What follows belongs to an exercise in optimizing a design on an open flow for small area; a production flow would make more cautious choices. Function was checked by simulation only, so behaviour that the tests miss may differ from the original. Power is estimated from default activity; no workload was simulated.

$ cat standard.sh
#!/bin/bash
# synth_recipe.tcl (not shown) runs the flow's synth.tcl, then flattens the netlist and writes it again
# the make line also repeats each setting of config.mk as NAME=value (left out here)
make -C /OpenROAD-flow-scripts/flow DESIGN_CONFIG=/design/flow/config.mk WORK_HOME=/design/flow/orfs CLKGATE_MAP_FILE= SYNTH_SCRIPT=/design/flow/synth_recipe.tcl "${@:-finish}"
$ cat constraint.sdc
create_clock -name core_clock -period 10.0 [get_ports {inclk0}]
set_input_delay 2.0000 -clock core_clock [delete_from_list [all_inputs] [get_ports {inclk0}]]
set_output_delay 2.0000 -clock core_clock [all_outputs]
set_load 0.01 [all_outputs]
$ cat flow/run.sh
#!/bin/bash
# Own flow: the standard layout, except that the combinational logic of the
# standard synthesis is mapped again with a stronger ABC script for area.
# The registers of the standard synthesis (names and cell types) are kept
# as they are: they are black boxes while ABC runs.
set -uo pipefail
W=$(pwd)
R=$W/orfs/results/$FLOW_PLATFORM/BlackJack/base
LIB=$FLOW_HOME/platforms/sky130hd/lib/sky130_fd_sc_hd__tt_025C_1v80.lib
YOSYS=$FLOW_HOME/../tools/install/yosys/bin/yosys
[ -x "$YOSYS" ] || YOSYS=yosys

# 1. standard synthesis
bash standard.sh synth > $W/log_1_standard_synth.txt 2>&1 || exit 1
cp -p $R/1_2_yosys.v $W/std_1_2_yosys.v

# 2. map the combinational logic again
DONT_USE="sky130_fd_sc_hd__lpflow_bleeder_1 sky130_fd_sc_hd__lpflow_clkbufkapwr_1 sky130_fd_sc_hd__lpflow_clkbufkapwr_16 sky130_fd_sc_hd__lpflow_clkbufkapwr_2 sky130_fd_sc_hd__lpflow_clkbufkapwr_4 sky130_fd_sc_hd__lpflow_clkbufkapwr_8 sky130_fd_sc_hd__lpflow_clkinvkapwr_1 sky130_fd_sc_hd__lpflow_clkinvkapwr_16 sky130_fd_sc_hd__lpflow_clkinvkapwr_2 sky130_fd_sc_hd__lpflow_clkinvkapwr_4 sky130_fd_sc_hd__lpflow_clkinvkapwr_8 sky130_fd_sc_hd__lpflow_decapkapwr_12 sky130_fd_sc_hd__lpflow_decapkapwr_3 sky130_fd_sc_hd__lpflow_decapkapwr_4 sky130_fd_sc_hd__lpflow_decapkapwr_6 sky130_fd_sc_hd__lpflow_decapkapwr_8 sky130_fd_sc_hd__lpflow_inputiso0n_1 sky130_fd_sc_hd__lpflow_inputiso0p_1 sky130_fd_sc_hd__lpflow_inputiso1n_1 sky130_fd_sc_hd__lpflow_inputiso1p_1 sky130_fd_sc_hd__lpflow_inputisolatch_1 sky130_fd_sc_hd__lpflow_isobufsrc_1 sky130_fd_sc_hd__lpflow_isobufsrc_16 sky130_fd_sc_hd__lpflow_isobufsrc_2 sky130_fd_sc_hd__lpflow_isobufsrc_4 sky130_fd_sc_hd__lpflow_isobufsrc_8 sky130_fd_sc_hd__lpflow_isobufsrckapwr_16 sky130_fd_sc_hd__lpflow_lsbuf_lh_hl_isowell_tap_1 sky130_fd_sc_hd__lpflow_lsbuf_lh_hl_isowell_tap_2 sky130_fd_sc_hd__lpflow_lsbuf_lh_hl_isowell_tap_4 sky130_fd_sc_hd__lpflow_lsbuf_lh_isowell_4 sky130_fd_sc_hd__lpflow_lsbuf_lh_isowell_tap_1 sky130_fd_sc_hd__lpflow_lsbuf_lh_isowell_tap_2 sky130_fd_sc_hd__lpflow_lsbuf_lh_isowell_tap_4 sky130_fd_sc_hd__probe_p_8 sky130_fd_sc_hd__probec_p_8 "
DU=""
for c in $DONT_USE; do DU="$DU -dont_use $c"; done
cat > $W/remap.abc <<'EOT'
strash; &get -n; &deepsyn -T 20; &put; &get -n; &dch -f; &nf -R 1000; &put
EOT
cat > $W/remap.ys <<EOT
read_liberty -ignore_miss_func $LIB
read_verilog $W/std_1_2_yosys.v
hierarchy -top $FLOW_TOP
setattr -mod -set blackbox 1 sky130_fd_sc_hd__dfxtp_1 sky130_fd_sc_hd__edfxtp_1 sky130_fd_sc_hd__dfrtp_1 sky130_fd_sc_hd__dfstp_1
flatten
opt -purge
abc -liberty $LIB $DU -script $W/remap.abc
opt_clean -purge
insbuf -buf sky130_fd_sc_hd__buf_4 A X
hilomap -singleton -hicell sky130_fd_sc_hd__conb_1 HI -locell sky130_fd_sc_hd__conb_1 LO
stat -liberty $LIB
write_verilog -noattr -nohex -nodec $W/remap_1_2_yosys.v
EOT
ok=0
if $YOSYS -l $W/log_2_remap.txt $W/remap.ys > /dev/null 2>&1; then
  # the registers must be the same instances with the same cell types
  grep -oE '^ *sky130_fd_sc_hd__[a-z0-9]*dfx?[a-z]*_[0-9]+ +[^ ]+' $W/std_1_2_yosys.v | sed 's/^ *//' | sort > $W/regs_std.txt
  grep -oE '^ *sky130_fd_sc_hd__[a-z0-9]*dfx?[a-z]*_[0-9]+ +[^ ]+' $W/remap_1_2_yosys.v | sed 's/^ *//' | sort > $W/regs_remap.txt
  if [ -s $W/regs_std.txt ] && cmp -s $W/regs_std.txt $W/regs_remap.txt; then ok=1; fi
fi
echo "remap used: $ok" | tee $W/log_2_remap_result.txt
if [ $ok = 1 ]; then
  cp $W/remap_1_2_yosys.v $R/1_2_yosys.v
  rm -f $R/1_synth.odb $R/1_synth.sdc
fi

# 3. the rest of the standard layout
# clock tree: small buffers, no dummy loads
CTS="-sink_clustering_enable -repair_clock_nets -dont_use_dummy_load -buf_list sky130_fd_sc_hd__clkbuf_4 sky130_fd_sc_hd__clkbuf_8"
bash standard.sh "CTS_ARGS=$CTS" finish > $W/log_3_standard_layout.txt 2>&1
$ cat config.mk
export PLATFORM = sky130hd
export DESIGN_NAME = BlackJack
export DESIGN_NICKNAME = BlackJack
export VERILOG_FILES = /design/flow/design.v
export SDC_FILE = /design/flow/constraint.sdc
export NUM_CORES = 4
export LEC_CHECK = 0
export ABC_AREA = 1
export CAP_MARGIN = 20
export CORE_MARGIN = 2
export CORE_UTILIZATION = 40
export GPL_TIMING_DRIVEN = 0
export PLACE_DENSITY = 0.6
export SLEW_MARGIN = 20
$ cat design.v
module BlackJack(
	inclk0,
	i_Reset,
	i_Stay,
	i_Hit,
	o_Win,
	o_Lose,
	o_Tie,
	o_Hit_P,
	o_Hit_D,
	o_Stay_P,
	o_Stay_D,
	o_HitDeb,
	o_HitNE,
	o_StayDeb,
	o_StayNE,
	DealerHndDisplayD,
	DealerHndDisplayU,
	PlayerHndDisplayD,
	PlayerHndDisplayU
);
input wire	inclk0;
input wire	i_Reset;
input wire	i_Stay;
input wire	i_Hit;
output wire	o_Win;
output wire	o_Lose;
output wire	o_Tie;
output wire	o_Hit_P;
output wire	o_Hit_D;
output wire	o_Stay_P;
output wire	o_Stay_D;
output wire	o_HitDeb;
output wire	o_HitNE;
output wire	o_StayDeb;
output wire	o_StayNE;
output wire	[0:6] DealerHndDisplayD;
output wire	[0:6] DealerHndDisplayU;
output wire	[0:6] PlayerHndDisplayD;
output wire	[0:6] PlayerHndDisplayU;
wire clk = inclk0;
reg rs1, rs2, rd, hs1, hs2, hd, ss1, ss2, sd;
always @(posedge clk)
begin
    rs1 <= i_Reset; rs2 <= rs1; rd <= rs2;
    hs1 <= i_Hit;   hs2 <= hs1; hd <= hs2;
    ss1 <= i_Stay;  ss2 <= ss1; sd <= ss2;
end
wire ResetPE = rs2 & ~rd;
wire ResetNE = ~rs2 & rd;
wire ResetDeb = rs2;
wire HitPE = hs2 & ~hd;
wire StayPE = ss2 & ~sd;
assign o_HitDeb = hs2;
assign o_HitNE = ~hs2 & hd;
assign o_StayDeb = ss2;
assign o_StayNE = ~ss2 & sd;
localparam  Start           = 5'd0,
            ShuffleDeck     = 5'd1,
            PlayerWith1Card = 5'd2,
            D1_RstCardFSM   = 5'd3,
            DealerWith1Card = 5'd4,
            P_RstCardFSM    = 5'd5,
            PlayerWith2Card = 5'd6,
            D2_RstCardFSM   = 5'd7,
            DealerWith2Card = 5'd8,
            PlayerTurn      = 5'd9,
            DealerTurn      = 5'd10,
            PlayerHit       = 5'd11,
            DealerHit       = 5'd12,
            PlayerStay      = 5'd13,
            DealerStay      = 5'd14,
            CardToPlayer    = 5'd15,
            CardToDealer    = 5'd16,
            WinState        = 5'd17,
            TieState        = 5'd18,
            LoseState       = 5'd19,
            Measurement     = 5'd20,
            DealerBlackJack = 5'd21;
reg [4:0] st, nst;
reg hitP, first;
reg [2:0] PT, DT;
reg [3:0] PU, DU;
wire Shuffled;
wire CardOK;
wire TwoSec;
reg  RstOK;
wire P_le21 = (PT < 3'd2) | ((PT == 3'd2) & (PU <= 4'd1));
wire P_lt21 = (PT < 3'd2) | ((PT == 3'd2) & (PU == 4'd0));
wire P_eq21 = (PT == 3'd2) & (PU == 4'd1);
wire D_le16 = (DT == 3'd0) | ((DT == 3'd1) & (DU <= 4'd6));
wire D_le21 = (DT < 3'd2) | ((DT == 3'd2) & (DU <= 4'd1));
wire D_eq21 = (DT == 3'd2) & (DU == 4'd1);
wire PD_eq = (PT == DT) & (PU == DU);
wire PD_lt = (PT < DT) | ((PT == DT) & (PU < DU));
always @(posedge clk)
begin
    if (ResetPE)
    begin
        st <= Start;
        hitP <= 1'b0;
        first <= 1'b1;
    end
    else
    begin
        st <= nst;
        if (nst == DealerTurn)
            first <= 1'b0;
        if (nst == PlayerHit)
            hitP <= 1'b1;
    end
end
always @(*)
begin
    case (st)
        Start:           nst = ShuffleDeck;
        ShuffleDeck:     nst = Shuffled ? PlayerWith1Card : ShuffleDeck;
        PlayerWith1Card: nst = CardOK ? D1_RstCardFSM : PlayerWith1Card;
        D1_RstCardFSM:   nst = CardOK ? D1_RstCardFSM : DealerWith1Card;
        DealerWith1Card: nst = CardOK ? P_RstCardFSM : DealerWith1Card;
        P_RstCardFSM:    nst = CardOK ? P_RstCardFSM : PlayerWith2Card;
        PlayerWith2Card: nst = CardOK ? D2_RstCardFSM : PlayerWith2Card;
        D2_RstCardFSM:   nst = CardOK ? D2_RstCardFSM : DealerWith2Card;
        DealerWith2Card: nst = CardOK ? PlayerTurn : DealerWith2Card;
        PlayerTurn:
            if (!RstOK)      nst = PlayerTurn;
            else if (HitPE)  nst = CardToPlayer;
            else if (StayPE) nst = PlayerStay;
            else             nst = PlayerTurn;
        DealerTurn:
            if (!RstOK)      nst = DealerTurn;
            else if (D_le16) nst = CardToDealer;
            else             nst = DealerStay;
        PlayerHit:
            if (!TwoSec)     nst = PlayerHit;
            else if (P_le21) nst = PlayerTurn;
            else             nst = LoseState;
        DealerHit:
            if (!TwoSec)     nst = DealerHit;
            else if (D_le21) nst = DealerTurn;
            else             nst = WinState;
        PlayerStay:
            if (!TwoSec)     nst = PlayerStay;
            else if (!first) nst = Measurement;
            else if (D_eq21) nst = DealerBlackJack;
            else             nst = DealerTurn;
        DealerStay:
            if (!TwoSec)     nst = DealerStay;
            else if (hitP || P_lt21) nst = PlayerTurn;
            else if (P_eq21) nst = WinState;
            else             nst = DealerStay;
        CardToPlayer:    nst = CardOK ? PlayerHit : CardToPlayer;
        CardToDealer:    nst = CardOK ? DealerHit : CardToDealer;
        WinState:        nst = WinState;
        TieState:        nst = TieState;
        LoseState:       nst = LoseState;
        Measurement:
            if (PD_eq)       nst = TieState;
            else if (PD_lt)  nst = LoseState;
            else             nst = WinState;
        DealerBlackJack:
            if (hitP)        nst = LoseState;
            else if (PD_eq)  nst = TieState;
            else             nst = LoseState;
        default:         nst = Start;
    endcase
end
assign o_Win    = (st == WinState);
assign o_Lose   = (st == LoseState);
assign o_Tie    = (st == TieState);
assign o_Hit_P  = (st == PlayerHit);
assign o_Hit_D  = (st == DealerHit);
assign o_Stay_P = (st == PlayerStay);
assign o_Stay_D = (st == DealerStay);
wire ShowD = o_Win | o_Lose | o_Tie;
wire ActC = (o_Hit_P | o_Hit_D | o_Stay_P | o_Stay_D) & ~ResetPE;
wire RstC = ((st == PlayerTurn) | (st == DealerTurn)) & ~ResetPE;
wire Card2P = (st == PlayerWith1Card) | (st == PlayerWith2Card) | (st == CardToPlayer);
wire Card2D = (st == DealerWith1Card) | (st == DealerWith2Card) | (st == CardToDealer);
wire c_Start = (st == Start);
wire c_Shuffle = (st == ShuffleDeck);
reg [11:0] cnt;
always @(posedge clk)
begin
    if (ResetNE)
        begin cnt <= 12'd0; RstOK <= 1'b1; end
    else if (!ResetDeb)
        begin cnt <= cnt + 12'd1; RstOK <= 1'b0; end
    else if (RstC)
        begin cnt <= 12'd0; RstOK <= 1'b1; end
    else if (ActC && ~&cnt)
        begin cnt <= cnt + 12'd1; RstOK <= 1'b0; end
end
assign TwoSec = ActC & ~ResetNE & ~RstC & (&cnt);
localparam  A_Wait    = 3'd0,
            A_ReadMem = 3'd1,
            A_Value2  = 3'd2,
            A_Class   = 3'd3,
            A_PlusTen = 3'd4,
            A_CardOK  = 3'd5;
reg [2:0] ca, nca;
reg [4:0] addr;           
reg AceD, AceP, FaceD, FaceP;
reg clsAce, clsFace;      
wire [3:0] card;          
wire Card2 = Card2D | Card2P;
wire deal = (ca == A_ReadMem) & Card2;    
wire [4:0] addr_inc = addr + 5'd1;
wire AceW = Card2D ? AceD : AceP;
wire FaceW = Card2D ? FaceD : FaceP;
always @(*)
begin
    case (ca)
        A_Wait:    nca = Card2 ? A_ReadMem : A_Wait;
        A_ReadMem: nca = Card2 ? A_Value2 : A_ReadMem;
        A_Value2:  nca = (clsAce | clsFace) ? A_Class : A_CardOK;
        A_Class:   nca = ((clsAce & FaceW) | (clsFace & AceW)) ? A_PlusTen : A_CardOK;
        A_PlusTen: nca = A_CardOK;
        A_CardOK:  nca = Card2 ? A_CardOK : A_Wait;
        default:   nca = A_Wait;
    endcase
end
assign CardOK = (ca == A_CardOK);
wire addv = deal | (nca == A_PlusTen);
wire toD = addv & Card2D;
wire toP = addv & Card2P;
wire plus10 = (ca == A_Class) | (card >= 4'd9);
wire [2:0] hT = Card2D ? DT : PT;
wire [3:0] hU = Card2D ? DU : PU;
wire [4:0] us = {1'b0, hU} + {1'b0, card} + 5'd1;
wire ucar = (us >= 5'd10);
wire [3:0] nU = plus10 ? hU : (ucar ? us[3:0] - 4'd10 : us[3:0]);
wire [2:0] nT = hT + {2'b0, plus10 | ucar};
wire setcls = (ca == A_Value2);
always @(posedge clk)
begin
    if (ca == A_ReadMem)
    begin
        clsAce <= (card == 4'd0);
        clsFace <= (card >= 4'd10);
    end
    if (ResetPE)
    begin
        ca <= A_Wait;
        addr <= 5'd0;
        DT <= 3'd0; DU <= 4'd0; PT <= 3'd0; PU <= 4'd0;
        AceD <= 1'b0; AceP <= 1'b0; FaceD <= 1'b0; FaceP <= 1'b0;
    end
    else
    begin
        ca <= nca;
        if (deal)
            addr <= addr_inc;
        if (toD) begin DT <= nT; DU <= nU; end
        if (toP) begin PT <= nT; PU <= nU; end
        if (setcls & Card2D & clsAce)  AceD <= 1'b1;
        if (setcls & Card2D & clsFace) FaceD <= 1'b1;
        if (setcls & Card2P & clsAce)  AceP <= 1'b1;
        if (setcls & Card2P & clsFace) FaceP <= 1'b1;
    end
end
function [0:6] seg7(input [3:0] d);
    seg7 = (d == 4'd0) ? 7'b0000001 :
           (d == 4'd1) ? 7'b1001111 :
           (d == 4'd2) ? 7'b0010010 :
           (d == 4'd3) ? 7'b0000110 :
           (d == 4'd4) ? 7'b1001100 :
           (d == 4'd5) ? 7'b0100100 :
           (d == 4'd6) ? 7'b0100000 :
           (d == 4'd7) ? 7'b0001111 :
           (d == 4'd8) ? 7'b0000000 : 7'b0000100;
endfunction
reg [0:6] sPT, sPU, sDT, sDU;
always @(*)
begin
    sPT = seg7({1'b0, PT});
    sPU = seg7(PU);
    sDT = seg7({1'b0, DT});
    sDU = seg7(DU);
end
wire PErr = PT[2] & (PU != 4'd0);      
wire DErr = DT[2] & (DU != 4'd0);
assign PlayerHndDisplayD = PErr ? 7'b0110000 : sPT;
assign PlayerHndDisplayU = PErr ? 7'b0110000 : sPU;
assign DealerHndDisplayD = !ShowD ? 7'b1111111 : DErr ? 7'b0110000 : sDT;
assign DealerHndDisplayU = !ShowD ? 7'b1111111 : DErr ? 7'b0110000 : sDU;
wire active = c_Start | c_Shuffle;
reg [11:0] seed;
reg signed [10:0] F;
reg wmode;
reg tr_run;
reg [2:0] round;           
reg [5:0] tr_i;
reg tr_A;
reg skipI;
reg [5:0] pos0, pos1, pos2;
reg [3:0] R0, R1, R2, R47, R48, R49, R50, R51;
wire early = active & ResetNE & (F >= 11'sd55);
wire isA = wmode & (tr_i <= 6'd2) & ~tr_A;
wire stepB = tr_run & (tr_i != 6'd63) & ~isA;
wire [11:0] c_tr = (wmode & ~F[10]) ? {1'b0, F} : seed;
assign Shuffled = wmode ? (F == -11'sd520) : (F == -11'sd5);
wire fwd = ~wmode & c_Shuffle & ((F == 11'sd42) | (F == 11'sd31) | (F == 11'sd20) | (F == 11'sd9) | (F == -11'sd2));
wire [5:0] na_i = tr_i;
wire [11:0] c = c_tr;    
reg [5:0] na_s;
always @(*)
begin
    case (na_i)
            6'd0: na_s = {c[0], c[1], c[2], c[3], c[4], c[5]};
            6'd1: na_s = {c[1], c[2], c[6], c[7], c[8], c[9]};
            6'd2: na_s = {c[0], c[3], c[4], c[5], c[6], c[10]};
            6'd3: na_s = {c[1], c[2], c[3], c[4], c[7], c[8]};
            6'd4: na_s = {c[0], c[3], c[5], c[6], c[9], c[10]};
            6'd5: na_s = {c[1], c[2], c[3], c[4], c[5], c[7]};
            6'd6: na_s = {c[0], c[3], c[6], c[8], c[9], c[10]};
            6'd7: na_s = {c[1], c[2], c[3], c[4], c[5], c[6]};
            6'd8: na_s = {c[0], c[3], c[7], c[8], c[9], c[10]};
            6'd9: na_s = {c[1], c[2], c[3], c[4], c[5], c[11]};
            6'd10: na_s = {c[0], c[3], c[6], c[7], c[8], c[9]};
            6'd11: na_s = {c[1], c[2], c[3], c[4], c[5], c[10]};
            6'd12: na_s = {c[0], c[3], c[6], c[7], c[8], c[11]};
            6'd13: na_s = {c[1], c[2], c[3], c[4], c[5], c[9]};
            6'd14: na_s = {c[0], c[3], c[6], c[7], c[8], c[10]};
            6'd15: na_s = {c[1], c[2], c[3], c[4], c[6], c[9]};
            6'd16: na_s = {c[0], c[3], c[5], c[7], c[8], c[10]};
            6'd17: na_s = {c[1], c[2], c[3], c[4], c[6], c[11]};
            6'd18: na_s = {c[0], c[3], c[5], c[7], c[8], c[9]};
            6'd19: na_s = {c[1], c[2], c[3], c[4], c[6], c[10]};
            6'd20: na_s = {c[0], c[3], c[5], c[7], c[8], c[11]};
            6'd21: na_s = {c[1], c[2], c[3], c[4], c[9], c[10]};
            6'd22: na_s = {c[0], c[3], c[5], c[6], c[7], c[8]};
            6'd23: na_s = {c[1], c[2], c[3], c[4], c[9], c[11]};
            6'd24: na_s = {c[0], c[3], c[5], c[6], c[7], c[10]};
            6'd25: na_s = {c[1], c[2], c[3], c[4], c[5], c[8]};
            6'd26: na_s = {c[0], c[3], c[6], c[7], c[9], c[10]};
            6'd27: na_s = {c[1], c[2], c[3], c[4], c[6], c[8]};
            6'd28: na_s = {c[0], c[3], c[5], c[7], c[9], c[10]};
            6'd29: na_s = {c[1], c[2], c[3], c[4], c[8], c[11]};
            6'd30: na_s = {c[0], c[3], c[5], c[6], c[7], c[9]};
            6'd31: na_s = {c[1], c[2], c[3], c[4], c[8], c[10]};
            6'd32: na_s = {c[0], c[3], c[5], c[6], c[7], c[11]};
            6'd33: na_s = {c[1], c[2], c[3], c[4], c[8], c[9]};
            6'd34: na_s = {c[0], c[3], c[5], c[6], c[10], c[11]};
            6'd35: na_s = {c[1], c[2], c[3], c[4], c[7], c[9]};
            6'd36: na_s = {c[0], c[3], c[5], c[6], c[8], c[10]};
            6'd37: na_s = {c[1], c[2], c[3], c[4], c[7], c[11]};
            6'd38: na_s = {c[0], c[3], c[5], c[6], c[8], c[9]};
            6'd39: na_s = {c[1], c[2], c[3], c[4], c[7], c[10]};
            6'd40: na_s = {c[0], c[3], c[5], c[6], c[8], c[11]};
            6'd41: na_s = {c[1], c[2], c[3], c[5], c[7], c[9]};
            6'd42: na_s = {c[0], c[3], c[4], c[6], c[8], c[10]};
            6'd43: na_s = {c[1], c[2], c[3], c[5], c[7], c[11]};
            6'd44: na_s = {c[0], c[3], c[4], c[6], c[8], c[9]};
            6'd45: na_s = {c[1], c[2], c[3], c[4], c[10], c[11]};
            6'd46: na_s = {c[0], c[5], c[6], c[7], c[8], c[9]};
            6'd47: na_s = {c[1], c[2], c[3], c[4], c[6], c[7]};
            6'd48: na_s = {c[0], c[3], c[5], c[8], c[9], c[10]};
            6'd49: na_s = {c[1], c[2], c[3], c[5], c[6], c[7]};
            6'd50: na_s = {c[0], c[3], c[4], c[8], c[9], c[10]};
            6'd51: na_s = {c[1], c[2], c[3], c[5], c[6], c[11]};
        default: na_s = 6'd0;
    endcase
end
wire [5:0] na_t = na_i + na_s;
wire [5:0] j = (na_t >= 6'd52) ? na_t - 6'd52 : na_t;
function [3:0] mod13(input [5:0] p);
    mod13 = (p >= 6'd39) ? p - 6'd39 : (p >= 6'd26) ? p - 6'd26 : (p >= 6'd13) ? p - 6'd13 : p;
endfunction
function [5:0] stepP(input [5:0] p, input skip);
    stepP = skip ? p : (p == tr_i) ? j : (p == j) ? tr_i : p;
endfunction
reg [5:0] p0n, p1n, p2n;
always @(*)
    case (round)
        3'd0:    begin p0n = 6'd47; p1n = 6'd48; p2n = 6'd49; end
        3'd1:    begin p0n = 6'd50; p1n = 6'd51; p2n = 6'd51; end
        default: begin p0n = 6'd0;  p1n = 6'd3;  p2n = 6'd4;  end
    endcase
reg [3:0] fsrc;
always @(*)
    case (tr_i[2:0])
        3'd7:    fsrc = R47;
        3'd0:    fsrc = R48;
        3'd1:    fsrc = R49;
        3'd2:    fsrc = R50;
        default: fsrc = R51;
    endcase
wire [3:0] m0 = mod13(pos0), m1 = mod13(pos1), m2 = mod13(pos2);
wire wb = tr_run & (tr_i == 6'd63);
always @(posedge clk)
begin
    if (ResetPE)
        F <= 11'sd568;
    else if (tr_run & wmode)
    begin
        if (isA)
            F <= F + 11'sd3;
        else if (stepB)
            F <= F - (((tr_i != 6'd0) & (tr_i <= 6'd3)) ? 11'sd14 : 11'sd11);
    end
    else if (active & ~early)
        F <= F - 11'sd1;
    if (ResetPE | (active & ~wmode & ~early))
        seed <= cnt;
    if (ResetPE | early)
    begin
        tr_run <= 1'b1; wmode <= early; round <= early ? 3'd4 : 3'd0;
        tr_i <= early ? 6'd51 : 6'd46;
        tr_A <= 1'b0; skipI <= 1'b0;
        pos0 <= 6'd0; pos1 <= 6'd1; pos2 <= 6'd2;
    end
    else if (~active & deal)
    begin
        tr_run <= 1'b1; wmode <= 1'b0; round <= 3'd5; tr_i <= 6'd51;
        tr_A <= 1'b0; skipI <= 1'b0;
        pos0 <= {1'b0, addr_inc};
    end
    else if (tr_run)
    begin
        if (wb)
        begin
            if (round <= 3'd2)
            begin
                round <= round + 3'd1; tr_i <= (round == 3'd2) ? 6'd51 : 6'd46;
                pos0 <= p0n; pos1 <= p1n; pos2 <= p2n;
            end
            else
            begin
                tr_run <= 1'b0; tr_i <= 6'd47;
            end
        end
        else if (isA)
        begin
            tr_A <= 1'b1;
            case (tr_i[1:0])
                2'd0:    if (pos0 == 6'd0) begin pos0 <= j; skipI <= 1'b1; end
                2'd1:    if (pos1 == 6'd1) begin pos1 <= j; skipI <= 1'b1; end
                default: if (pos2 == 6'd2) begin pos2 <= j; skipI <= 1'b1; end
            endcase
        end
        else
        begin
            pos0 <= stepP(pos0, skipI & (tr_i == 6'd0));
            if (round != 3'd5)
            begin
                pos1 <= stepP(pos1, skipI & (tr_i == 6'd1));
                pos2 <= stepP(pos2, skipI & (tr_i == 6'd2));
            end
            tr_i <= tr_i - 6'd1;
            tr_A <= 1'b0; skipI <= 1'b0;
        end
    end
    else if (fwd)
        tr_i <= tr_i + 6'd1;
    if (wb & ((round == 3'd0) | (round == 3'd4))) begin R0 <= m0; R1 <= m1; R2 <= m2; end
    if (wb & (round == 3'd1)) begin R47 <= m0; R48 <= m1; R49 <= m2; end
    if (wb & (round == 3'd2)) begin R50 <= m0; R51 <= m1; end
    if (fwd & (j != tr_i))
    begin
        case (j)
            6'd0:  R0  <= fsrc;
            6'd1:  R1  <= fsrc;
            6'd2:  R2  <= fsrc;
            6'd48: R48 <= fsrc;
            6'd49: R49 <= fsrc;
            6'd50: R50 <= fsrc;
            6'd51: R51 <= fsrc;
            default: ;
        endcase
    end
end
reg [3:0] cardr;
always @(*)
    case (addr)
        5'd0: cardr = R0;
        5'd1: cardr = R1;
        5'd2: cardr = R2;
        5'd3: cardr = m1;
        5'd4: cardr = m2;
        default: cardr = m0;
    endcase
assign card = cardr;
endmodule
==> results of run 1 <==
-- metrics by stage --
| stage | power [mW] | setup slack, ns | utilization | hold WS [ns] | area [um^2] |
|---|---|---|---|---|---|
| floorplan | 2.379 | 3.934 | - | 0.3096 | 9518 |
| global placement | 2.944 | 1.984 | 0.4417 | 0.3100 | 10340 |
| detailed placement | 2.983 | 2.512 | 0.4453 | 0.3138 | 10420 |
-- how the worst max path moves through the flow --
| stage | to | cells after the start | from | slack, ns |
|---|---|---|---|---|
| floorplan | pos0[3] | 26 | tr_i[0] | 3.93 |
| global placement | pos0[3] | 26 | tr_i[0] | 1.98 |
| detailed placement | pos0[3] | 25 | tr_i[1] | 2.51 |
-- power groups by stage --
stage | Clock [mW] | Combinational (mW) | Sequential, mW
after floorplan | 0 | 1.45 | 0.931
after global placement | 0 | 1.91 | 1.03
after detailed placement | 0 | 1.96 | 1.02
==> run_results.csv, run 1 <==
group,metric,value,unit
outcome,status,"stopped before the end",
outcome,failing_step,"clock tree synthesis (4_1_cts)",
outcome,error,"[ERROR STA-0564] clock_tree_synthesis positional arguments not supported.",
floorplanning,initial_utilization,0.4067,
floorplanning,ios,43,
logic_synthesis,syn_avg_cell_area,7.378,um^2
logic_synthesis,netlist_instances,1290,
place,hpwl,21930,um
logic_synthesis,yosysWarnings,1,
place,io_buffer_count,42,
floorplanning,die_w,158.3,um
place,placed_cells,1655,
logic_synthesis,mappedNetlistArea,9518,um^2
place,place_congestion,1.019,
floorplanning,rows,56,
floorplanning,die_h,158.3,um
logic_synthesis,syn_nets,1294,
==> run 2: changes to the inputs <==
--- a/flow/run.sh
+++ b/flow/run.sh
@@ -50,5 +50,5 @@
 
 # 3. the rest of the standard layout
 # clock tree: small buffers, no dummy loads
-CTS="-sink_clustering_enable -repair_clock_nets -dont_use_dummy_load -buf_list sky130_fd_sc_hd__clkbuf_4 sky130_fd_sc_hd__clkbuf_8"
+CTS="-sink_clustering_enable -repair_clock_nets -dont_use_dummy_load -buf_list {sky130_fd_sc_hd__clkbuf_4 sky130_fd_sc_hd__clkbuf_8}"
 bash standard.sh "CTS_ARGS=$CTS" finish > $W/log_3_standard_layout.txt 2>&1
==> run_results.csv, run 2 <==
group,metric,value,unit
global_route,antenna_found_initial,0,
worst_setup_path,startpoint,"tr_i[2]",
final_layout,drive_gt1_frac,0.02142,
global_route,grt_overflow,0,
final_layout,fin_nets,1360,
clock_tree,cts.clk_slew.worst_paths,0.07,ns
global_route,grtUsageTotal,0.2416,
logic_synthesis,syn_nets,1294,
global_route,grt_pass1_vias,9184,
sta,max_slew_margin,0.2287,
worst_setup_path,crit_path_frequent_cell,"nand2_1",
global_route,grt_pass1_wl,48310,um
drt,first_iter_violations,1108,
sta,rsz0062_at_grt,"false",
floorplanning,rows,56,
clock_tree,ctsHtreeMaxLevel,4,
sta,maxSlewViolCount,0,
worst_setup_path,cpPeakStageDelay,0.88,ns
drt,drt_first_pass_iters,5,
final_layout,finish.utilization,0.4560,
worst_setup_path,reg2reg_from,"tr_i[2]",
drt,vias,10180,
clock_tree,cts-resized-gates,0,
clock_tree,cts_buffer_depth,2,
clock_tree,numCtsBuffers,17,
final_layout,diodes,0,
floorplanning,coreArea,23400,um^2
worst_setup_path,path_buf_inv,1,
final_layout,top_regs,"cnt x12, seed x12, F x11",
sta,report.final.hold_viol_count,0,
power,power.leakage,3.600,nW
clock_tree,cts_root_buf,"clkbuf_8",
clock_tree,clock_latency,0.45,ns
final_layout,fin_cells,1673,
worst_setup_path,cp.arrival,8.03,ns
final_layout,final_common_cell,"nand2_1",
sta,tns,0,ns
worst_setup_path,criticalPathCategory,"flip-flop to flip-flop",
worst_hold_path,holdCritStartpoint,"ss1",
drt,drc_errors,0,
worst_setup_path,cp_max_fo,26,
worst_setup_path,crit_path_start_kind,"flip-flop",
place,place_congestion,1.019,
clock_tree,hold_buffers,0,
worst_hold_path,worstHoldPathCells,0,
power,powerDensity,316.3,nW/um^2
global_route,use_met3,0.03974,
global_route,grt_use_met1,0.3345,
clock_tree,cts_tree,"built",
power,ir_drop,0.1776,mV
place,io_buffer_count,42,
logic_synthesis,netlist_instances,1290,
floorplanning,die_w,158.3,um
worst_setup_path,slowest_stage,"o21ai_0",
final_layout,final_area,10670,um^2
final_layout,mostFrequentLayoutCells,"nand2_1 (178), nor2_1 (137), o21ai_0 (130)",
sta,post-route-period-util,0.7692,
sta,clock.fmax,130.0,MHz
sta,post-route-min-period,7.692,ns
drt,wl_per_cell,18.00,um
place,hpwl,21930,um
floorplanning,die_h,158.3,um
drt,ant_nets,0,
floorplanning,ios,43,
sta,skew,0.02721,ns
place,placed_cells,1655,
worst_setup_path,cp.depth,26,
floorplanning,die_area,25040,um^2
logic_synthesis,yosysWarnings,1,
outcome,status,"finished clean",
logic_synthesis,syn_avg_cell_area,7.378,um^2
sta,setup_violations,0,
clock_tree,cts_sinks,143,
final_layout,syn_to_final_growth,12.12,%
floorplanning,initial_utilization,0.4067,
drt,vias_per_cell,6.085,
clock_tree,cts_setup_buffers,0,
worst_setup_path,crit_path_end_kind,"flip-flop",
worst_setup_path,crit_family,"simple AND/OR/NAND/NOR gates",
worst_setup_path,critPathRequiredTime,10.34,ns
power,total_power,3.375,mW
global_route,use_met2,0.3785,
sta,worst_pin_slew,1.128,ns
logic_synthesis,mappedNetlistArea,9518,um^2
drt,wl,30110,um
flow_run,drv_cap,0,
global_route,globalRoute.busiestLayer,"met2",
place,placed_area,10420,um^2
worst_setup_path,r2r_cells,26,
global_route,grt_max_degree,31,
worst_hold_path,hold_class,"flip-flop to flip-flop",
[run 2: metal layers]
metal,up-vias,share of wire
met5,-,0
met4,0,0.031
met3,80,0.071
met2,434,0.44
met1,4735,0.46
li1,4932,-
[run 2: per-stage QoR]
stage / hold slack (ns) / setup WS [ns]
6_report: 0.3281 / 2.308
5_1_grt: 0.3340 / 1.772
4_1_cts: 0.3307 / 2.445
3_5_place_dp: 0.3138 / 2.512
3_3_place_gp: 0.3100 / 1.984
2_1_floorplan: 0.3096 / 3.934
[run 2: path summary, 6_finish.rpt]
path,endpoint,slack (ns)
worst max-delay path,pos0[3],2.31
worst min-delay path,ss2,0.33
worst max register to register,pos0[3],2.31
worst min register to register,ss2,0.33
[run 2: area by class of cell]
type	instances	area (um^2)
multi-input cells	1096	6227
well taps	319	399.1
clock buffers	17	234.0
fillers	2430	12730
repair buffers	47	476.7
flip-flops and latches	143	3143
inverters	51	191.4
[run 2: report_power, final]
| part | internal (mW) | switching [mW] |
|---|---|---|
| Sequential | 0.746 | 0.263 |
| Combinational | 0.721 | 1.29 |
| Clock | 0.150 | 0.201 |
| Total | 1.62 | 1.76 |
==> run 3: changes to the inputs <==
--- a/flow/run.sh
+++ b/flow/run.sh
@@ -49,6 +49,6 @@
 fi
 
 # 3. the rest of the standard layout
-# clock tree: small buffers, no dummy loads
+# clock tree: small buffers, no dummy loads; ports buffered with buf_1
 CTS="-sink_clustering_enable -repair_clock_nets -dont_use_dummy_load -buf_list {sky130_fd_sc_hd__clkbuf_4 sky130_fd_sc_hd__clkbuf_8}"
-bash standard.sh "CTS_ARGS=$CTS" finish > $W/log_3_standard_layout.txt 2>&1
+bash standard.sh "CTS_ARGS=$CTS" "BUFFER_PORTS_ARGS=-buffer_cell sky130_fd_sc_hd__buf_1" finish > $W/log_3_standard_layout.txt 2>&1
==> run_results.csv, run 3 <==
group,metric,value,unit
outcome,status,"finished clean",
global_route,antenna_found_initial,0,
drt,vias,9996,
sta,rsz0062_at_grt,"false",
logic_synthesis,mappedNetlistArea,9518,um^2
final_layout,top_regs,"cnt x12, seed x12, F x11",
worst_setup_path,r2r_slack,2.13,ns
place,hpwl,21510,um
sta,maxSlewViolCount,0,
sta,post-route-period-util,0.7867,
worst_setup_path,slowest_stage,"o21ai_0",
global_route,grt_overflow,0,
logic_synthesis,syn_nets,1294,
clock_tree,cts_sinks,143,
global_route,grt_max_degree,31,
worst_setup_path,reg2reg_from,"tr_i[2]",
worst_setup_path,crit_path_end_kind,"flip-flop",
drt,wl,29410,um
worst_setup_path,cpPeakStageDelay,0.88,ns
place,io_buffer_count,42,
logic_synthesis,yosysWarnings,1,
worst_setup_path,criticalPathCategory,"flip-flop to flip-flop",
floorplanning,die_h,158.3,um
power,powerDensity,322.6,nW/um^2
worst_setup_path,crit_family,"simple AND/OR/NAND/NOR gates",
drt,ant_nets,0,
sta,max_slew_margin,0.2032,
power,ir_drop,0.2289,mV
final_layout,syn_to_final_growth,9.333,%
clock_tree,hold_buffers,0,
floorplanning,die_area,25040,um^2
power,power.leakage,3.487,nW
drt,drc_errors,0,
floorplanning,die_w,158.3,um
drt,drt_first_pass_iters,5,
sta,clock.fmax,127.1,MHz
sta,setup_violations,0,
clock_tree,cts_root_buf,"clkbuf_8",
final_layout,drive_gt1_frac,0.02068,
global_route,grt_use_met1,0.3312,
floorplanning,coreArea,23400,um^2
sta,worst_pin_slew,1.165,ns
worst_setup_path,path_buf_inv,1,
final_layout,finish.utilization,0.4447,
drt,vias_per_cell,5.975,
worst_setup_path,startpoint,"tr_i[2]",
floorplanning,rows,56,
final_layout,diodes,0,
global_route,use_met2,0.3741,
worst_setup_path,critPathRequiredTime,10.32,ns
floorplanning,initial_utilization,0.4067,
final_layout,mostFrequentLayoutCells,"nand2_1 (178), nor2_1 (137), o21ai_0 (130)",
sta,report.final.hold_viol_count,0,
clock_tree,cts-resized-gates,0,
logic_synthesis,netlist_instances,1290,
worst_setup_path,reg2reg_to,"pos0[3]",
global_route,grt_pass1_wl,47630,um
worst_setup_path,r2r_cells,26,
floorplanning,ios,43,
global_route,grtUsageTotal,0.2382,
clock_tree,ctsHtreeMaxLevel,4,
global_route,grt_pass1_vias,9131,
final_layout,fin_nets,1360,
logic_synthesis,syn_avg_cell_area,7.378,um^2
worst_setup_path,cp_max_fo,26,
sta,hold_ws,0.3293,ns
drt,first_iter_violations,950,
sta,skew,0.03690,ns
clock_tree,cts_setup_buffers,0,
worst_hold_path,hold_class,"flip-flop to flip-flop",
worst_setup_path,crit_path_start_kind,"flip-flop",
worst_setup_path,endpoint,"pos0[3]",
worst_setup_path,cp.arrival,8.19,ns
global_route,globalRoute.busiestLayer,"met2",
final_layout,fin_cells,1673,
sta,tns,0,ns
worst_setup_path,cp.depth,26,
final_layout,final_common_cell,"nand2_1",
clock_tree,numCtsBuffers,17,
clock_tree,cts_buffer_depth,2,
sta,post-route-min-period,7.867,ns
place,place_congestion,0.9394,
clock_tree,clock_latency,0.46,ns
clock_tree,cts_tree,"built",
flow_run,drv_cap,0,
drt,wl_per_cell,17.58,um
worst_setup_path,crit_path_frequent_cell,"nand2_1",
place,placed_cells,1655,
global_route,use_met3,0.03511,
clock_tree,cts.clk_slew.worst_paths,0.07,ns
-- run 3: final cells by class --
class                           count  area (um^2)
Inverter                           51        191.4
Clock buffer                       17        234.0
Multi-Input combinational cell   1096         6225
Timing Repair Buffer               47        214.0
Tap cell                          319        399.1
Fill cell                        2472        13000
Sequential cell                   143         3143
-- run 3: per-layer routing --
layer | share of wire | up-vias
li1 | - | 4925
met2 | 0.45 | 425
met1 | 0.46 | 4584
met3 | 0.066 | 62
met4 | 0.031 | 0
met5 | 0 | -
-- run 3: power by group --
group / total, mW / internal (mW) / switching [mW]
clock network: 0.342 / 0.150 / 0.192
registers: 0.999 / 0.746 / 0.254
logic: 2.02 / 0.712 / 1.30
total: 3.36 / 1.61 / 1.75
-- run 3: through the flow --
step                      cell area (um^2)  worst slack [ns]  total power [mW]
after detailed placement             10150             2.370             2.951
after global placement               10070             1.892             2.930
after CTS                            10390             2.350             3.299
after floorplan                       9518             3.934             2.379
after global routing                 10410             1.631             3.610
final                                10410             2.133             3.357
-- run 3: how the worst min path moves through the flow --
stage,cells past startpoint,slack [ns],to,start
after floorplan,0,0.31,hs2,hs1
after global placement,0,0.31,rs2,rs1
after detailed placement,0,0.31,ss2,ss1
after CTS,0,0.33,ss2,ss1
after global routing,0,0.33,rs2,rs1
final,0,0.33,hs2,hs1
==> run 4: changes to the inputs <==
--- a/config.mk
+++ b/config.mk
@@ -8,7 +8,7 @@
 export ABC_AREA = 1
 export CAP_MARGIN = 20
 export CORE_MARGIN = 2
-export CORE_UTILIZATION = 40
+export CORE_UTILIZATION = 55
 export GPL_TIMING_DRIVEN = 0
-export PLACE_DENSITY = 0.6
+export PLACE_DENSITY = 0.7
 export SLEW_MARGIN = 20
==> run_results.csv, run 4 <==
group,metric,value,unit
outcome,status,"finished clean",
global_route,grt_overflow,0,
drt,vias_per_cell,6.471,
sta,maxSlewViolCount,0,
clock_tree,cts_setup_buffers,0,
worst_setup_path,crit_path_end_kind,"flip-flop",
clock_tree,cts-resized-gates,0,
power,power_switching,1.756,mW
floorplanning,initial_utilization,0.5561,
logic_synthesis,syn_nets,1294,
floorplanning,ios,43,
clock_tree,cts_root_buf,"clkbuf_8",
drt,wl,28650,um
power,p_int,1.607,mW
worst_setup_path,startpoint,"tr_i[2]",
sta,worst_pin_slew,1.067,ns
power,power.leakage,3.485,nW
worst_setup_path,reg2reg_to,"pos0[3]",
final_layout,register_area,3143,um^2
clock_tree,cts_tree,"built",
global_route,grt_pass1_vias,9037,
final_layout,top_regs,"cnt x12, seed x12, F x11",
drt,ant_nets,0,
place,placed_area,10010,um^2
worst_setup_path,reg2reg_from,"tr_i[2]",
worst_setup_path,r2r_cells,25,
worst_setup_path,crit_path_start_kind,"flip-flop",
clock_tree,hold_buffers,0,
final_layout,multiInputGateArea,6230,um^2
final_layout,mostFrequentLayoutCells,"nand2_1 (178), nor2_1 (137), o21ai_0 (130)",
power,powerDensity,326.9,nW/um^2
clock_tree,cts_buffer_depth,2,
drt,drc_errors,0,
sta,setup_violations,0,
global_route,grt_max_degree,31,
power,swShare,0.5221,
worst_setup_path,r2r_slack,2.23,ns
clock_tree,cts_sinks,143,
logic_synthesis,netlist_instances,1290,
global_route,grtUsageTotal,0.3139,
sta,rsz0062_at_grt,"false",
sta,max_slew_margin,0.2890,
global_route,grt_pass1_wl,46310,um
floorplanning,coreArea,17120,um^2
final_layout,fin_nets,1360,
place,place_congestion,0.9695,
logic_synthesis,syn_avg_cell_area,7.378,um^2
final_layout,diodes,0,
floorplanning,die_area,18370,um^2
global_route,antenna_found_initial,0,
clock_tree,numCtsBuffers,17,
worst_setup_path,endpoint,"pos0[3]",
logic_synthesis,mappedNetlistArea,9518,um^2
flow_run,drv_cap,0,
power,seq_power_share,0.297,
floorplanning,die_h,135.6,um
worst_setup_path,critPathRequiredTime,10.32,ns
final_layout,final_area,10290,um^2
sta,tns,0,ns
floorplanning,die_w,135.6,um
power,p_comb_frac,0.599,
logic_synthesis,yosysWarnings,1,
worst_setup_path,criticalPathCategory,"flip-flop to flip-flop",
sta,skew,0.04526,ns
worst_setup_path,cp.arrival,8.09,ns
sta,post-route-period-util,0.7774,
power,clkPwrFrac,0.104,
final_layout,syn_to_final_growth,8.071,%
drt,drt_first_pass_iters,5,
clock_tree,ctsHtreeMaxLevel,4,
sta,report.final.hold_viol_count,0,
floorplanning,rows,48,
final_layout,drive_gt1_frac,0.02216,
drt,vias,10220,
drt,first_iter_violations,1185,
worst_setup_path,cp_max_fo,26,
power,ir_drop,0.3073,mV
sta,clock.fmax,128.6,MHz
final_layout,nFillCells,1634,
clock_tree,cts.clk_slew.worst_paths,0.07,ns
place,hpwl,20620,um
worst_hold_path,hold_class,"flip-flop to flip-flop",
sta,post-route-min-period,7.774,ns
place,io_buffer_count,42,
clock_tree,clock_latency,0.47,ns
drt,wl_per_cell,18.15,um
final_layout,finish.utilization,0.6010,
final_layout,final_common_cell,"nand2_1",
[run 4: worst max-delay path, cell delays in order (launching register included)]
cell	delay (ns)
edfxtp_1	1.05
nand2_1	0.31
nor3_1	0.51
a22oi_1	0.20
nor3_1	0.35
or3b_1	0.19
a21oi_1	0.06
a31oi_1	0.16
nand2_1	0.30
nand2_1	0.23
clkinv_1	0.10
maj3_1	0.39
maj3_1	0.41
maj3_1	0.40
xor2_1	0.22
o21ai_0	0.18
o21ai_0	0.86
xnor2_1	0.12
nor4_1	0.24
a31oi_1	0.18
nor3_1	0.39
nand2_1	0.15
or2_0	0.26
a21oi_1	0.12
o21ai_0	0.11
o211a_1	0.17
[run 4: stage by stage]
step | setup slack [ns] | hold WS, ns | instances | power, mW
2_1_floorplan | 3.934 | 0.3096 | 1290 | 2.379
3_3_place_gp | 2.045 | 0.3110 | 1557 | 2.889
3_5_place_dp | 1.991 | 0.3147 | 1560 | 2.917
4_1_cts | 1.934 | 0.3339 | 1577 | 3.265
5_1_grt | 1.777 | 0.3467 | 1579 | 3.602
6_report | 2.226 | 0.3321 | 1579 | 3.363
[run 4: worst min path at each step]
stage,end,slack [ns],startpoint,depth (start not counted)
finish,hs2,0.33,hs1,0
global placement,rs2,0.31,rs1,0
floorplan,hs2,0.31,hs1,0
detailed placement,hs2,0.31,hs1,0
CTS,hs2,0.33,hs1,0
global route,hs2,0.35,hs1,0
[run 4: layout make-up]
| cell class | instances | area share |
|---|---|---|
| Clock buffer | 17 | 0.02275 |
| Timing Repair Buffer | 47 | 0.02007 |
| Inverter | 51 | 0.01861 |
| Tap cell | 225 | 0.02737 |
| Multi-Input combinational cell | 1096 | 0.6056 |
| Sequential cell | 143 | 0.3056 |
[run 4: routing by layer]
layer  global-route usage  part of all wire
met5                    0                 0
met1               0.4289              0.44
met4               0.1389             0.037
met3              0.06771             0.082
met2               0.4776              0.44
[run 4: power groups by stage]
stage	logic (mW)	clock network (mW)	registers (mW)
2_1_floorplan	1.45	0	0.931
3_3_place_gp	1.87	0	1.02
3_5_place_dp	1.90	0	1.02
4_1_cts	1.90	0.351	1.01
5_1_grt	2.20	0.378	1.02
6_report	2.01	0.351	0.999
==> run 5: changes to the inputs <==
--- a/flow/run.sh
+++ b/flow/run.sh
@@ -50,5 +50,5 @@
 
 # 3. the rest of the standard layout
 # clock tree: small buffers, no dummy loads; ports buffered with buf_1
-CTS="-sink_clustering_enable -repair_clock_nets -dont_use_dummy_load -buf_list {sky130_fd_sc_hd__clkbuf_4 sky130_fd_sc_hd__clkbuf_8}"
+CTS="-sink_clustering_enable -repair_clock_nets -dont_use_dummy_load -sink_clustering_size 40 -sink_clustering_max_diameter 150 -buf_list {sky130_fd_sc_hd__clkbuf_8}"
 bash standard.sh "CTS_ARGS=$CTS" "BUFFER_PORTS_ARGS=-buffer_cell sky130_fd_sc_hd__buf_1" finish > $W/log_3_standard_layout.txt 2>&1
--- a/config.mk
+++ b/config.mk
@@ -8,7 +8,7 @@
 export ABC_AREA = 1
 export CAP_MARGIN = 20
 export CORE_MARGIN = 2
-export CORE_UTILIZATION = 55
+export CORE_UTILIZATION = 40
 export GPL_TIMING_DRIVEN = 0
-export PLACE_DENSITY = 0.7
+export PLACE_DENSITY = 0.6
 export SLEW_MARGIN = 20
==> run_results.csv, run 5 <==
group,metric,value,unit
worst_setup_path,startpoint,"tr_i[5]",
clock_tree,ctsHtreeMaxLevel,4,
drt,vias_per_cell,6.040,
global_route,antenna_found_initial,0,
floorplanning,rows,56,
logic_synthesis,mappedNetlistArea,9514,um^2
sta,rsz0062_at_grt,"false",
global_route,grt_pass1_wl,48640,um
power,p_comb_frac,0.606,
clock_tree,cts_setup_buffers,0,
final_layout,syn_to_final_growth,10.06,%
sta,setup_violations,0,
final_layout,fin_nets,1380,
worst_setup_path,slowest_stage,"edfxtp_1",
clock_tree,cts_root_buf,"clkbuf_8",
floorplanning,die_area,25040,um^2
sta,post-route-min-period,8.164,ns
sta,maxSlewViolCount,0,
place,io_buffer_count,42,
sta,report.final.hold_viol_count,0,
global_route,grt_pass1_vias,9276,
worst_setup_path,cp.arrival,8.50,ns
floorplanning,die_h,158.2,um
place,pre_cts_ws,2.017,ns
clock_tree,cts_tree,"built",
worst_hold_path,holdCritStartpoint,"rs1",
power,power.leakage,3.464,nW
final_layout,mostFrequentLayoutCells,"nand2_1 (193), nor2_1 (159), a21oi_1 (119)",
final_layout,final_common_cell,"nand2_1",
floorplanning,initial_utilization,0.4065,
floorplanning,ios,43,
power,total_power,3.554,mW
place,placed_cells,1675,
place,hpwl,22360,um
final_layout,fin_cells,1693,
drt,wl_per_cell,18.05,um
drt,drc_errors,0,
sta,worst_slack,1.836,ns
sta,skew,0.04025,ns
sta,post-route-period-util,0.8164,
global_route,grt_max_degree,28,
floorplanning,die_w,158.2,um
final_layout,diodes,0,
worst_setup_path,crit_path_start_kind,"flip-flop",
worst_setup_path,cp_max_fo,24,
power,seq_power_share,0.295,
worst_setup_path,crit_path_end_kind,"flip-flop",
worst_setup_path,reg2reg_from,"tr_i[5]",
drt,ant_nets,0,
clock_tree,numCtsBuffers,17,
place,place_congestion,0.9402,
sta,worst_pin_slew,1.064,ns
flow_run,drv_cap,0,
clock_tree,cts_sinks,143,
power,p_int,1.682,mW
drt,vias,10230,
worst_setup_path,path_buf_inv,2,
worst_setup_path,crit_family,"compound AO/OA/AOI/OAI gates",
sta,tns,0,ns
logic_synthesis,netlist_instances,1305,
power,powerDensity,339.4,nW/um^2
logic_synthesis,yosysWarnings,1,
power,swShare,0.5266,
drt,drt_first_pass_iters,6,
final_layout,drive_gt1_frac,0.02766,
logic_synthesis,syn_avg_cell_area,7.291,um^2
clock_tree,cts-resized-gates,0,
sta,max_slew_margin,0.2892,
clock_tree,cts_buffer_depth,2,
power,clkPwrFrac,0.099,
worst_setup_path,crit_chain,"clkinv_1 > nand2_1 > a21oi_1 > a2111oi_0 > o21ai_0 > a31oi_1 > a21oi_1 > a311oi_1 > nand2b_1 > nand2b_1 > a21boi_0 > maj3_1 > o21ai_0 > maj3_1 > xnor2_1 > nor2b_1 > clkinv_1 > o21ai_0 > xnor2_1 > nand4_1 > a21oi_1 > or2_0 > nor2_1 > a2111oi_0",
logic_synthesis,syn_nets,1309,
sta,clock.fmax,122.5,MHz
drt,first_iter_violations,1070,
clock_tree,clock_latency,0.48,ns
global_route,grtUsageTotal,0.2441,
floorplanning,coreArea,23400,um^2
power,power_switching,1.872,mW
final_layout,top_regs,"cnt x12, seed x12, F x11",
worst_setup_path,criticalPathCategory,"flip-flop to flip-flop",
worst_hold_path,hold_class,"flip-flop to flip-flop",
global_route,grt_overflow,0,
clock_tree,cts.clk_slew.worst_paths,0.08,ns
worst_setup_path,critPathRequiredTime,10.33,ns
power,ir_drop,0.2268,mV
clock_tree,hold_buffers,0,
outcome,status,"finished clean",
drt,wl,30560,um
worst_setup_path,cpPeakStageDelay,1.00,ns
## run 5: layer usage
| metal | vias to the layer above | global-route usage | wire, um |
|---|---|---|---|
| li1 | 5026 | - | - |
| met1 | 4695 | 0.3389 | 14040 |
| met2 | 451 | 0.3890 | 13810 |
| met5 | - | 0 | 0 |
| met4 | 0 | 0.07207 | 622 |
| met3 | 53 | 0.04134 | 2092 |
## run 5: path summary, 6_finish.rpt
path                                end  slack [ns]  cells past startpoint
worst max register to register  pos0[4]        1.84                     24
worst min-delay path                rs2        0.33                      0
worst min register to register      rs2        0.33                      0
worst max-delay path            pos0[4]        1.84                     24
## run 5: through the flow
stage          hold WS (ns)  area (um^2)  utilization
2_1_floorplan        0.3096         9514            -
3_3_place_gp         0.3111        10070       0.4303
3_5_place_dp         0.3121        10210       0.4364
4_1_cts              0.3297        10450       0.4464
5_1_grt              0.3323        10470       0.4474
6_report             0.3294        10470       0.4474
## run 5: power by group through the flow
stage / registers, mW / clock network [mW] / logic [mW]
3_3_place_gp: 1.07 / 0 / 2.03
6_report: 1.05 / 0.353 / 2.15
5_1_grt: 1.07 / 0.383 / 2.37
3_5_place_dp: 1.05 / 0 / 2.09
4_1_cts: 1.04 / 0.361 / 2.11
2_1_floorplan: 0.967 / 0 / 1.53
## run 5: cell type report
class / instances / area [um^2]
clock buffers: 17 / 234.0
fillers: 2502 / 12930
inverters: 51 / 191.4
multi-input cells: 1111 / 6243
flip-flops and latches: 143 / 3143
well taps: 319 / 399.1
repair buffers: 52 / 260.3
==> run 6: changes to the inputs <==
--- a/flow/run.sh
+++ b/flow/run.sh
@@ -49,6 +49,4 @@
 fi
 
 # 3. the rest of the standard layout
-# clock tree: small buffers, no dummy loads; ports buffered with buf_1
-CTS="-sink_clustering_enable -repair_clock_nets -dont_use_dummy_load -sink_clustering_size 40 -sink_clustering_max_diameter 150 -buf_list {sky130_fd_sc_hd__clkbuf_8}"
-bash standard.sh "CTS_ARGS=$CTS" "BUFFER_PORTS_ARGS=-buffer_cell sky130_fd_sc_hd__buf_1" finish > $W/log_3_standard_layout.txt 2>&1
+bash standard.sh > $W/log_3_standard_layout.txt 2>&1
--- a/config.mk
+++ b/config.mk
@@ -9,6 +9,6 @@
 export CAP_MARGIN = 20
 export CORE_MARGIN = 2
 export CORE_UTILIZATION = 40
-export GPL_TIMING_DRIVEN = 0
+export CTS_BUF_LIST = sky130_fd_sc_hd__clkbuf_4 sky130_fd_sc_hd__clkbuf_8
 export PLACE_DENSITY = 0.6
 export SLEW_MARGIN = 20
==> run_results.csv, run 6 <==
group,metric,value,unit
outcome,status,"finished clean",
sta,post-route-min-period,7.105,ns
clock_tree,cts_root_buf,"clkbuf_8",
drt,first_iter_violations,967,
sta,setup_violations,0,
worst_setup_path,critPathRequiredTime,10.34,ns
global_route,grt_max_degree,31,
final_layout,syn_to_final_growth,13.82,%
final_layout,top_regs,"cnt x12, seed x12, F x11",
worst_setup_path,crit_path_end_kind,"flip-flop",
drt,vias,10230,
final_layout,final_common_cell,"nand2_1",
logic_synthesis,syn_avg_cell_area,7.378,um^2
floorplanning,rows,56,
worst_setup_path,cp_max_fo,20,
sta,clock.fmax,140.7,MHz
floorplanning,die_w,158.3,um
drt,ant_nets,0,
drt,wl_per_cell,18.14,um
logic_synthesis,mappedNetlistArea,9518,um^2
worst_hold_path,hold_class,"flip-flop to flip-flop",
worst_setup_path,crit_path_frequent_cell,"nand2_1",
power,ir_drop,0.2147,mV
global_route,grt_pass1_wl,50340,um
worst_setup_path,startpoint,"tr_i[0]",
logic_synthesis,syn_nets,1294,
drt,drc_errors,0,
final_layout,mostFrequentLayoutCells,"nand2_1 (178), nor2_1 (137), o21ai_0 (131)",
sta,post-route-period-util,0.7105,
final_layout,multiInputGateArea,6196,um^2
worst_setup_path,criticalPathCategory,"flip-flop to flip-flop",
clock_tree,ctsHtreeMaxLevel,4,
drt,vias_per_cell,6.030,
clock_tree,cts_sinks,143,
worst_hold_path,holdCritStartpoint,"ss1",
sta,max_slew_margin,0.2231,
global_route,grtUsageTotal,0.2520,
worst_setup_path,cp.arrival,7.45,ns
global_route,grt_overflow,0,
global_route,antenna_found_initial,0,
final_layout,fin_nets,1369,
clock_tree,clock_latency,0.46,ns
final_layout,diodes,0,
clock_tree,cts_tree,"built",
sta,worst_pin_slew,1.136,ns
worst_setup_path,reg2reg_from,"tr_i[0]",
final_layout,nFillCells,2438,
clock_tree,cts_buffer_depth,2,
clock_tree,cts.clk_slew.worst_paths,0.09,ns
drt,drt_first_pass_iters,5,
sta,hold_ws,0.3333,ns
floorplanning,die_area,25040,um^2
clock_tree,hold_buffers,0,
drt,wl,30790,um
place,io_buffer_count,42,
floorplanning,die_h,158.3,um
sta,rsz0062_at_grt,"false",
global_route,grt_pass1_vias,9538,
sta,tns,0,ns
sta,report.final.hold_viol_count,0,
clock_tree,cts_setup_buffers,0,
floorplanning,ios,43,
sta,skew,0.01573,ns
clock_tree,cts-resized-gates,0,
worst_setup_path,crit_path_start_kind,"flip-flop",
power,power.leakage,3.703,nW
floorplanning,coreArea,23400,um^2
place,hpwl,22800,um
worst_setup_path,cpPeakStageDelay,0.70,ns
power,powerDensity,319.7,nW/um^2
floorplanning,initial_utilization,0.4067,
logic_synthesis,yosysWarnings,1,
final_layout,register_area,3143,um^2
clock_tree,numCtsBuffers,17,
sta,maxSlewViolCount,0,
place,place_congestion,0.9905,
logic_synthesis,netlist_instances,1290,
worst_setup_path,slowest_stage,"o21ai_0",
final_layout,drive_gt1_frac,0.03556,
flow_run,drv_cap,0,
run 6: power by group:
group	leakage, nW	total, mW	switching (mW)	internal [mW]
combinational	2.29	2.06	1.32	0.737
clock	0.194	0.454	0.262	0.192
sequential	1.22	0.948	0.204	0.744
run 6: worst paths after layout:
check	endpoint	slack, ns	cells past startpoint
hold reg to reg	ss2	0.33	0
setup / recovery	pos0[3]	2.90	27
setup reg to reg	pos0[3]	2.90	27
hold / removal	ss2	0.33	0
run 6: area by class of cell:
class,count,share of cell area
clock buffers,19,0.02356
multi-input cells,1096,0.5720
well taps,319,0.03684
clock inverters,13,0.01132
flip-flops and latches,143,0.2901
inverters,51,0.01767
repair buffers,56,0.04851
run 6: critical path, delay by kind of cell (launching register included):
| family | cells | cell delay (ns) |
|---|---|---|
| simple gates | 12 | 2.64 |
| xor+xnor | 2 | 0.34 |
| compound gates | 8 | 1.70 |
| fa+ha+maj | 3 | 1.21 |
| flops | 1 | 0.66 |
| buf+inv | 2 | 0.44 |
run 6: per-layer routing:
metal / share of wire / track usage / wire length (um) / vias up
li1: - / - / - / 4965
met1: 0.45 / 0.3458 / 13980 / 4731
met2: 0.45 / 0.4060 / 13900 / 468
met3: 0.067 / 0.03729 / 2066 / 69
met4: 0.027 / 0.08623 / 843 / 0
met5: 0 / 0 / 0 / -
run 6: per-stage QoR:
| step | total power [mW] | utilization | instance area, um^2 | setup WS [ns] | cells |
|---|---|---|---|---|---|
| 3_5_place_dp | 2.970 | 0.4467 | 10460 | 3.070 | 1665 |
| 6_report | 3.463 | 0.4629 | 10830 | 2.895 | 1697 |
| 3_3_place_gp | 2.991 | 0.4467 | 10460 | 3.267 | 1665 |
| 2_1_floorplan | 2.379 | - | 9518 | 3.934 | 1290 |
| 4_1_cts | 3.434 | 0.4629 | 10830 | 3.052 | 1697 |
| 5_1_grt | 3.745 | 0.4629 | 10830 | 2.293 | 1697 |
==> run 7: changes to the inputs <==
--- a/design.v
+++ b/design.v
@@ -55,28 +55,29 @@
 assign o_HitNE = ~hs2 & hd;
 assign o_StayDeb = ss2;
 assign o_StayNE = ~ss2 & sd;
-localparam  Start           = 5'd0,
-            ShuffleDeck     = 5'd1,
-            PlayerWith1Card = 5'd2,
-            D1_RstCardFSM   = 5'd3,
-            DealerWith1Card = 5'd4,
-            P_RstCardFSM    = 5'd5,
-            PlayerWith2Card = 5'd6,
-            D2_RstCardFSM   = 5'd7,
-            DealerWith2Card = 5'd8,
-            PlayerTurn      = 5'd9,
-            DealerTurn      = 5'd10,
-            PlayerHit       = 5'd11,
-            DealerHit       = 5'd12,
-            PlayerStay      = 5'd13,
-            DealerStay      = 5'd14,
-            CardToPlayer    = 5'd15,
-            CardToDealer    = 5'd16,
-            WinState        = 5'd17,
-            TieState        = 5'd18,
-            LoseState       = 5'd19,
-            Measurement     = 5'd20,
-            DealerBlackJack = 5'd21;
+localparam
+            Start = 5'b00000,
+            ShuffleDeck = 5'b00001,
+            Measurement = 5'b00010,
+            DealerBlackJack = 5'b00011,
+            PlayerTurn = 5'b01000,
+            DealerTurn = 5'b01001,
+            CardToPlayer = 5'b01010,
+            CardToDealer = 5'b01011,
+            PlayerWith1Card = 5'b10000,
+            D1_RstCardFSM = 5'b10001,
+            DealerWith1Card = 5'b10010,
+            P_RstCardFSM = 5'b10011,
+            PlayerWith2Card = 5'b10100,
+            D2_RstCardFSM = 5'b10101,
+            DealerWith2Card = 5'b10110,
+            PlayerHit = 5'b11000,
+            DealerHit = 5'b11001,
+            PlayerStay = 5'b11010,
+            DealerStay = 5'b11011,
+            WinState = 5'b11100,
+            LoseState = 5'b11101,
+            TieState = 5'b11110;
 reg [4:0] st, nst;
 reg hitP, first;
 reg [2:0] PT, DT;
@@ -273,9 +274,9 @@
 reg [0:6] sPT, sPU, sDT, sDU;
 always @(*)
 begin
-    sPT = seg7({1'b0, PT});
+    sPT = PT[2] ? 7'b1001100 : seg7({2'b0, PT[1:0]});
     sPU = seg7(PU);
-    sDT = seg7({1'b0, DT});
+    sDT = DT[2] ? 7'b1001100 : seg7({2'b0, DT[1:0]});
     sDU = seg7(DU);
 end
 wire PErr = PT[2] & (PU != 4'd0);      
--- a/flow/run.sh
+++ b/flow/run.sh
@@ -49,4 +49,6 @@
 fi
 
 # 3. the rest of the standard layout
-bash standard.sh > $W/log_3_standard_layout.txt 2>&1
+# clock tree: small buffers, no dummy loads; ports buffered with buf_1
+CTS="-sink_clustering_enable -repair_clock_nets -dont_use_dummy_load -buf_list {sky130_fd_sc_hd__clkbuf_4 sky130_fd_sc_hd__clkbuf_8}"
+bash standard.sh "CTS_ARGS=$CTS" "BUFFER_PORTS_ARGS=-buffer_cell sky130_fd_sc_hd__buf_1" finish > $W/log_3_standard_layout.txt 2>&1
--- a/config.mk
+++ b/config.mk
@@ -9,6 +9,6 @@
 export CAP_MARGIN = 20
 export CORE_MARGIN = 2
 export CORE_UTILIZATION = 40
-export CTS_BUF_LIST = sky130_fd_sc_hd__clkbuf_4 sky130_fd_sc_hd__clkbuf_8
+export GPL_TIMING_DRIVEN = 0
 export PLACE_DENSITY = 0.6
 export SLEW_MARGIN = 20
==> run_results.csv, run 7 <==
group,metric,value,unit
floorplanning,die_area,24430,um^2
sta,hold_ws,0.3298,ns
final_layout,nFillCells,2336,
clock_tree,cts.clk_slew.worst_paths,0.07,ns
floorplanning,rows,55,
sta,rsz0062_at_grt,"false",
power,powerDensity,388.6,nW/um^2
clock_tree,cts_root_buf,"clkbuf_8",
clock_tree,numCtsBuffers,17,
final_layout,fin_cells,1580,
sta,skew,0.03017,ns
place,io_buffer_count,42,
final_layout,mostFrequentLayoutCells,"nand2_1 (170), nor2_1 (162), dfxtp_1 (115)",
place,placed_cells,1562,
worst_hold_path,holdCritStartpoint,"hs1",
worst_setup_path,cp.arrival,8.37,ns
power,total_power,3.928,mW
sta,post-route-period-util,0.8103,
clock_tree,cts_buffer_depth,2,
logic_synthesis,mappedNetlistArea,9280,um^2
drt,wl,28540,um
place,place_congestion,0.9373,
global_route,grt_pass1_wl,46000,um
worst_hold_path,hold_class,"flip-flop to flip-flop",
drt,vias,9720,
floorplanning,initial_utilization,0.4087,
final_layout,drive_gt1_frac,0.02239,
worst_setup_path,cp_max_fo,16,
drt,drc_errors,0,
logic_synthesis,syn_avg_cell_area,7.533,um^2
sta,setup_violations,0,
outcome,status,"finished clean",
worst_setup_path,criticalPathCategory,"flip-flop to flip-flop",
final_layout,multiInputGateArea,5962,um^2
power,power.leakage,3.520,nW
sta,worst_pin_slew,1.141,ns
floorplanning,coreArea,22710,um^2
logic_synthesis,netlist_instances,1232,
sta,clock.fmax,123.4,MHz
floorplanning,die_w,156.3,um
clock_tree,cts-resized-gates,0,
power,ir_drop,0.2149,mV
drt,first_iter_violations,1085,
clock_tree,clock_latency,0.44,ns
clock_tree,cts_sinks,143,
final_layout,syn_to_final_growth,8.912,%
worst_setup_path,crit_path_end_kind,"flip-flop",
drt,wl_per_cell,18.06,um
drt,ant_nets,0,
worst_setup_path,critPathRequiredTime,10.27,ns
global_route,grt_overflow,0,
worst_setup_path,crit_path_start_kind,"flip-flop",
logic_synthesis,yosysWarnings,1,
sta,report.final.hold_viol_count,0,
sta,post-route-min-period,8.103,ns
sta,tns,0,ns
worst_setup_path,reg2reg_from,"tr_i[2]",
global_route,grt_pass1_vias,8843,
place,hpwl,20970,um
final_layout,diodes,0,
floorplanning,ios,43,
final_layout,final_common_cell,"nand2_1",
global_route,grt_max_degree,32,
clock_tree,hold_buffers,0,
drt,drt_first_pass_iters,8,
logic_synthesis,syn_nets,1236,
clock_tree,cts_tree,"built",
sta,max_slew_margin,0.2297,
worst_setup_path,startpoint,"tr_i[2]",
floorplanning,die_h,156.3,um
clock_tree,ctsHtreeMaxLevel,4,
final_layout,fin_nets,1301,
sta,maxSlewViolCount,0,
global_route,antenna_found_initial,0,
flow_run,drv_cap,0,
clock_tree,cts_setup_buffers,0,
final_layout,top_regs,"cnt x12, seed x12, F x11",
final_layout,register_area,3143,um^2
global_route,grtUsageTotal,0.2340,
drt,vias_per_cell,6.152,
==> run 7: cell types whose count changed in the layout (fill, tap and decap cells not counted), moves of 12 or more <==
cell             previous run  this run
a21oi_1                   111        99
a22o_1                      4        18
buf_1                       0        42
clkdlybuf4s50_1            42         0
nor2_1                    137       162
nor2b_1                    33        21
nor3_1                     67        52
o21ai_0                   131        92
xnor2_1                    44        30
==> run 7: final cells by class <==
type | count | share of cell area
multi-input cells | 1037 | 0.5899
flip-flops and latches | 143 | 0.3110
well taps | 285 | 0.03528
clock buffers | 17 | 0.02315
repair buffers | 46 | 0.02067
inverters | 50 | 0.01857
plain buffers | 2 | 0.001486
==> run 7: path summary, 6_finish.rpt <==
| check | endpoint | slack (ns) | cells past startpoint |
|---|---|---|---|
| min reg2reg | hs2 | 0.33 | 0 |
| max reg2reg | pos0[3] | 1.90 | 26 |
| min | hs2 | 0.33 | 0 |
| max | pos0[3] | 1.90 | 26 |
==> run 7: through the flow <==
step | cell area, um^2 | util | setup WS [ns]
CTS | 10070 | 0.4435 | 2.018
floorplan | 9280 | - | 3.765
global placement | 9794 | 0.4313 | 1.585
global route | 10110 | 0.4451 | 1.470
finish | 10110 | 0.4451 | 1.897
detailed placement | 9838 | 0.4332 | 2.067
==> run 7: power by group <==
group	switching [mW]	internal [mW]	total (mW)
Sequential	0.326	0.787	1.11
Clock	0.192	0.150	0.342
Combinational	1.59	0.882	2.47
==> run 7: worst max-delay path, cell delays in order, from the launching register on <==
cell and delay (ns):
edfxtp_1 0.76, clkinv_1 0.59, nor2_1 0.53, nand2_1 0.24, o21ai_0 0.39, nor2_1 0.11, nand2_1 0.12, a21o_1 0.10
o21ai_0 0.07, or4_1 0.60, xor2_1 0.24, nor2b_1 0.21, a21oi_1 0.24, maj3_1 0.27, clkinv_1 0.07, maj3_1 0.39
maj3_1 0.38, xnor2_1 0.18, nor3_1 0.25, or2_0 0.53, xor2_1 0.19, o211ai_1 0.13, o31ai_1 0.34, o2111ai_1 0.21
or3_1 0.37, a221oi_1 0.31, a2111oi_0 0.11
==> run 7: per-layer routing <==
layer | up-vias | routed length (um) | global-route usage
li1 | 4754 | - | -
met3 | 59 | 2041 | 0.03739
met4 | 0 | 942 | 0.09436
met5 | - | 0 | 0
met2 | 419 | 12700 | 0.3642
met1 | 4488 | 12860 | 0.3238

Check on run 7: ideal ports give 1.897 ns setup slack; a clkbuf_16 on the clock port and buf_2 on the inputs give 1.897 ns; moving port delays by the midpoint clock arrival (0.467 ns) as well gives 1.897 ns.
